This design comes from an exercise in tuning for small area on the open sky130 flow, not from production work. Where RTL was checked, it was by simulation tests only, not by an equivalence proof against the original. Power is estimated from default activity; no workload was simulated.

==> inputs of build 48 <==
==> flow/design.v <==
`timescale 1ns / 1ps
module ROBSel3(
  input   s0, d0,
  input   s1, d1,
  input   s2, d2,
  output  y
);
  assign y = !(s0 & d0 | s1 & d1 | s2 & d2);
endmodule  
module ROBSel2(
  input   s0, d0,
  input   s1, d1,
  output  y
);
  assign y = s0 & d0 | s1 & d1;
endmodule  
module ROBNand4(
  input   a, b, c, d,
  output  y
);
  assign y = !(a & b & c & d);
endmodule  
module ROBNand2(
  input   a, b,
  output  y
);
  assign y = !(a & b);
endmodule  
module ROBOr4(
  input   a, b, c, d,
  output  y
);
  assign y = a | b | c | d;
endmodule  
module ROBMux #(
  parameter W = 1
) (
  input   [31:0]      sel,
  input   [32 * W - 1:0] d,    
  output  [W - 1:0]   y
);
  genvar b, g;
  generate
    for (b = 0; b < W; b = b + 1) begin : g_bit
      wire [9:0] t;
      for (g = 0; g < 10; g = g + 1) begin : g_grp
        ROBSel3 u(
          .s0(sel[3 * g]),     .d0(d[(3 * g) * W + b]),
          .s1(sel[3 * g + 1]), .d1(d[(3 * g + 1) * W + b]),
          .s2(sel[3 * g + 2]), .d2(d[(3 * g + 2) * W + b]),
          .y(t[g])
        );
      end
      wire p;
      ROBSel2 u(
        .s0(sel[30]), .d0(d[30 * W + b]),
        .s1(sel[31]), .d1(d[31 * W + b]),
        .y(p)
      );
      wire [2:0] o;
      ROBNand4 n0(.a(t[0]), .b(t[1]), .c(t[2]), .d(t[3]), .y(o[0]));
      ROBNand4 n1(.a(t[4]), .b(t[5]), .c(t[6]), .d(t[7]), .y(o[1]));
      ROBNand2 n2(.a(t[8]), .b(t[9]), .y(o[2]));
      ROBOr4 r(.a(o[0]), .b(o[1]), .c(o[2]), .d(p), .y(y[b]));
    end
  endgenerate
endmodule  
`timescale 1ns / 1ps
module ReorderBuffer(
  input                   clk,
  input                   rst,
  input                   read_en,
  output                  can_read,
  output      [(5) - 1:0] read_rob_addr_out,
  output                      read_is_branch_taken_out,
  output      [(5) - 1:0]      read_pht_index_out,
  output      [(32) - 1:0]     read_inst_branch_target_out,
  output                      read_mem_write_flag_out,
  output                      read_mem_read_flag_out,
  output                      read_mem_sign_ext_flag_out,
  output      [3:0]           read_mem_sel_out,
  output      [(32) - 1:0]     read_mem_offset_out,
  output                      read_cp0_read_flag_out,
  output                      read_cp0_write_flag_out,
  output      [(8) - 1:0] read_cp0_addr_out,
  output      [(8) - 1:0] read_exception_type_out,
  output      [(6) - 1:0]    read_opgen_out,
  output      [(5) - 1:0]    read_shamt_out,
  output                      read_operand_is_ref_1_out,
  output                      read_operand_is_ref_2_out,
  output      [(32) - 1:0]     read_operand_data_1_out,
  output      [(32) - 1:0]     read_operand_data_2_out,
  output      [(32) - 1:0]     read_pc_out,
  input                   write_en,
  output                  can_write,
  output  [(5) - 1:0] write_rob_addr_out,
  input                   write_reg_write_en_in,
  input   [(5) - 1:0] write_reg_write_addr_in,
  input                   write_is_branch_taken_in,
  input   [(5) - 1:0]      write_pht_index_in,
  input   [(32) - 1:0]     write_inst_branch_target_in,
  input                   write_mem_write_flag_in,
  input                   write_mem_read_flag_in,
  input                   write_mem_sign_ext_flag_in,
  input   [3:0]           write_mem_sel_in,
  input   [(32) - 1:0]     write_mem_offset_in,
  input                   write_cp0_read_flag_in,
  input                   write_cp0_write_flag_in,
  input   [(8) - 1:0] write_cp0_addr_in,
  input   [(8) - 1:0] write_exception_type_in,
  input                   write_is_delayslot_in,
  input   [(6) - 1:0]    write_opgen_in,
  input   [(5) - 1:0]    write_shamt_in,
  input                   write_operand_is_ref_1_in,
  input                   write_operand_is_ref_2_in,
  input   [(32) - 1:0]     write_operand_data_1_in,
  input   [(32) - 1:0]     write_operand_data_2_in,
  input   [(32) - 1:0]     write_pc_in,
  input                   update_en,
  input   [(5) - 1:0] update_addr,
  input   [(32) - 1:0]     update_reg_write_data_in,
  input   [(8) - 1:0] update_exception_type_in,
  input                   commit_en,
  output                  can_commit,
  output                      commit_reg_write_en_out,
  output      [(5) - 1:0] commit_reg_write_addr_out,
  output      [(32) - 1:0]     commit_reg_write_data_out,
  output      [(8) - 1:0] commit_exception_type_out,
  output                      commit_is_delayslot_out,
  output      [(32) - 1:0]     commit_pc_out,
  input                   erase_en,
  input   [(5) - 1:0] erase_from_addr
);
  localparam AW = 5;
  localparam N = (2 ** (5));
  localparam CW = 39;      
  localparam RW = 172;     
  localparam UPD_W = 40;   
  reg [AW:0] head_ptr, read_ptr, tail_ptr;
  wire [AW:0] erase_ptr = {
    erase_from_addr >= head_ptr[AW - 1:0] ? head_ptr[AW] : !head_ptr[AW],
    erase_from_addr
  };
  wire [AW:0] head_ptr_fwd = commit_en ? head_ptr + 1'b1 : head_ptr;
  wire [AW:0] read_ptr_fwd = erase_en ? erase_ptr :
                             read_en ? read_ptr + 1'b1 : read_ptr;
  wire [AW:0] tail_ptr_fwd = erase_en ? erase_ptr :
                             write_en ? tail_ptr + 1'b1 : tail_ptr;
  always @(posedge clk) begin
    if (!rst) begin
      head_ptr <= 0;
      read_ptr <= 0;
      tail_ptr <= 0;
    end
    else begin
      head_ptr <= head_ptr_fwd;
      read_ptr <= read_ptr_fwd;
      tail_ptr <= tail_ptr_fwd;
    end
  end
  wire do_write = write_en && !erase_en;
  wire [CW - 1:0] write_c = {
    write_pc_in, write_is_delayslot_in, write_reg_write_addr_in,
    write_reg_write_en_in
  };
  wire [RW - 1:0] write_r = {
    write_is_branch_taken_in, write_pht_index_in, write_inst_branch_target_in,
    write_mem_write_flag_in, write_mem_read_flag_in, write_mem_sign_ext_flag_in,
    write_mem_sel_in, write_mem_offset_in, write_cp0_read_flag_in,
    write_cp0_write_flag_in, write_cp0_addr_in, write_opgen_in, write_shamt_in,
    write_operand_is_ref_1_in, write_operand_is_ref_2_in,
    write_operand_data_2_in, write_exception_type_in, write_operand_data_1_in
  };
  wire [UPD_W - 1:0] update_d = {
    update_exception_type_in, update_reg_write_data_in
  };
  wire [N - 1:0] wsel, usel, rsel, hsel;
  reg  [N - 1:0] done;
  reg  [CW - 1:0] line_c [N - 1:0];
  reg  [RW - 1:0] line_r [N - 1:0];
  wire [N * (RW + 32) - 1:0] rd_lines;
  wire [N * (CW + UPD_W) - 1:0] cm_lines;
  genvar i;
  generate
    for (i = 0; i < N; i = i + 1) begin : g_line
      assign wsel[i] = do_write && tail_ptr[AW - 1:0] == i;
      assign usel[i] = update_en && update_addr == i;
      assign rsel[i] = read_ptr[AW - 1:0] == i;
      assign hsel[i] = head_ptr[AW - 1:0] == i;
      always @(posedge clk) begin
        if (usel[i]) done[i] <= 1'b1;
        else if (wsel[i]) done[i] <= 1'b0;
      end
      always @(posedge clk) begin
        if (wsel[i]) begin
          line_c[i] <= write_c;
          line_r[i][RW - 1:UPD_W] <= write_r[RW - 1:UPD_W];
        end
        if (wsel[i] || usel[i]) begin
          line_r[i][UPD_W - 1:0] <= ({UPD_W{wsel[i]}} & write_r[UPD_W - 1:0]) |
                                    ({UPD_W{usel[i]}} & update_d);
        end
      end
      assign rd_lines[i * (RW + 32) +: RW + 32] = {line_c[i][CW - 1:CW - 32], line_r[i]};
      assign cm_lines[i * (CW + UPD_W) +: CW + UPD_W] = {line_c[i], line_r[i][UPD_W - 1:0]};
    end
  endgenerate
  wire [RW - 1:0] rd_r;
  wire [31:0]     rd_pc;
  wire [CW - 1:0] cm_c;
  wire [UPD_W - 1:0] cm_u;
  ROBMux #(.W(RW + 32)) rd_mux(.sel(rsel), .d(rd_lines), .y({rd_pc, rd_r}));
  ROBMux #(.W(CW + UPD_W)) cm_mux(.sel(hsel), .d(cm_lines), .y({cm_c, cm_u}));
  assign read_rob_addr_out = read_ptr[AW - 1:0];
  assign {
    read_is_branch_taken_out, read_pht_index_out, read_inst_branch_target_out,
    read_mem_write_flag_out, read_mem_read_flag_out, read_mem_sign_ext_flag_out,
    read_mem_sel_out, read_mem_offset_out, read_cp0_read_flag_out,
    read_cp0_write_flag_out, read_cp0_addr_out, read_opgen_out, read_shamt_out,
    read_operand_is_ref_1_out, read_operand_is_ref_2_out,
    read_operand_data_2_out, read_exception_type_out, read_operand_data_1_out
  } = rd_r;
  assign read_pc_out = rd_pc;
  assign {
    commit_pc_out, commit_is_delayslot_out, commit_reg_write_addr_out,
    commit_reg_write_en_out
  } = cm_c;
  assign {commit_exception_type_out, commit_reg_write_data_out} = cm_u;
  assign write_rob_addr_out = tail_ptr_fwd[AW - 1:0];
  wire foe_head = head_ptr_fwd[AW - 1:0] == tail_ptr_fwd[AW - 1:0];
  wire done_fwd = update_en && head_ptr_fwd[AW - 1:0] == update_addr ? 1'b1 :
                  do_write && head_ptr_fwd == tail_ptr ? 1'b0 :
                  done[head_ptr_fwd[AW - 1:0]];
  assign can_read = read_ptr_fwd != tail_ptr_fwd;
  assign can_write = !(foe_head && head_ptr_fwd != tail_ptr_fwd);
  assign can_commit = head_ptr_fwd != tail_ptr_fwd && done_fwd;
endmodule  
==> flow/run.sh <==
#!/bin/bash
# synth_recipe.tcl (not shown) runs the flow's synth.tcl, then flattens the netlist and writes it again
# the make line also repeats each setting of config.mk as NAME=value (left out here)
make -C /OpenROAD-flow-scripts/flow DESIGN_CONFIG=/design/flow/config.mk WORK_HOME=/design/flow/orfs CLKGATE_MAP_FILE= SYNTH_SCRIPT=/design/flow/synth_recipe.tcl finish
==> flow/config.mk <==
export PLATFORM = sky130hd
export DESIGN_NAME = ReorderBuffer
export DESIGN_NICKNAME = ReorderBuffer
export VERILOG_FILES = /design/flow/design.v
export SDC_FILE = /design/flow/constraint.sdc
export NUM_CORES = 8
export LEC_CHECK = 0
export CAP_MARGIN = 20
export CORE_MARGIN = 2
export CORE_UTILIZATION = 55
export CTS_BUF_LIST = sky130_fd_sc_hd__clkbuf_4
export CTS_CLUSTER_DIAMETER = 45
export CTS_CLUSTER_SIZE = 9
export PLACE_DENSITY = 0.6
export SLEW_MARGIN = 20
export SYNTH_HIERARCHICAL = 1
==> flow/constraint.sdc <==
create_clock -name core_clock -period 12.0 [get_ports {clk}]
set_input_delay 2.4000 -clock core_clock [delete_from_list [all_inputs] [get_ports {clk}]]
set_output_delay 2.4000 -clock core_clock [all_outputs]
set_load 0.01 [all_outputs]
==> inputs of trial 70, as changes to build 48 <==
==> flow/design.v, changed modules only <==
module ROBSel2(
  input   s0, d0,
  input   s1, d1,
  output  y
);
  assign y = !(s0 & d0 | s1 & d1);
endmodule  
module ROBMux #(
  parameter W = 1
) (
  input   [31:0]      sel,
  input   [32 * W - 1:0] d,    
  output  [W - 1:0]   y
);
  genvar b, g;
  generate
    for (b = 0; b < W; b = b + 1) begin : g_bit
      wire [10:0] t;
      for (g = 0; g < 10; g = g + 1) begin : g_grp
        ROBSel3 u(
          .s0(sel[3 * g]),     .d0(d[(3 * g) * W + b]),
          .s1(sel[3 * g + 1]), .d1(d[(3 * g + 1) * W + b]),
          .s2(sel[3 * g + 2]), .d2(d[(3 * g + 2) * W + b]),
          .y(t[g])
        );
      end
      ROBSel2 u(
        .s0(sel[30]), .d0(d[30 * W + b]),
        .s1(sel[31]), .d1(d[31 * W + b]),
        .y(t[10])
      );
      assign y[b] = !(&t);
    end
  endgenerate
endmodule  
// module ROBNand4 removed
// module ROBNand2 removed
// module ROBOr4 removed
Settings changed: CTS_BUF_LIST sky130_fd_sc_hd__clkbuf_4 to unset, CTS_CLUSTER_DIAMETER 45 to unset, CTS_CLUSTER_SIZE 9 to unset.
==> notes <==
Against trial 70, the global-route usage of build 48 is higher by 1.3 points.
Between trial 70 and build 48, the lower non-clock buffer count is in trial 70 (gap 10).
In sequential cell count, build 48 and trial 70 do not differ.
Between build 48 and trial 70, the lower combinational power is in trial 70 (gap about 1%, measured against trial 70).
Between trial 70 and build 48, the lower sequential share of layout area is in trial 70 (gap 3.3 points).
==> figures <==
item                                                                     build 48                      trial 70
WL met3                                                                 197000 um                     189000 um
Worst hold margin                                                        0.488 ns                      0.486 ns
Area share of and/or/nand/nor cells after synthesis                         3.15%                         3.14%
Outcome                                                   complete, no violations       complete, no violations
Design internal power                                                    0.0313 W                      0.0385 W
Maximum clock rate                                                       98.0 MHz                       109 MHz
Critical path fanouts, max                                                     37                            32
Critical Path End                                    commit_exception_type_out[3]  commit_reg_write_data_out[2]
Non-filler cells in the finished layout                                     21300                         21400
Worst min-delay path startpoint                              done[4]$_SDFFE_PP1P_         done[30]$_SDFFE_PP1P_
Slowest cell on crit path                                  sky130_fd_sc_hd__buf_4       sky130_fd_sc_hd__nor2_4
No functional check of the RTL was part of trial 70.

-- what the ideal ports hide --
No port has a modelled driver above. Below, the same layouts with a new extraction and two added sets of constraints.
Step 1: set_driving_cell puts a clkbuf_16 on clk and a buf_2 on each other input, an assumption about the parent block.
Step 2 adds t to the input delays and takes it off the output delays; t is the mean of the earliest and latest rising clock arrival at the registers after step 1. Input paths then give back, and output paths get back, about the clock's delay inside the block.
Three values: no drivers, after step 1, after step 2; two values: the first two.
run | t, ns | setup WS [ns] | pins driven straight from the clock port
build 48 | 2.093 | 1.796 / 1.666 / 3.470 | 1
trial 70 | 1.272 | 2.785 / 2.652 / 2.870 | 1
After both steps every run listed still meets setup and hold.
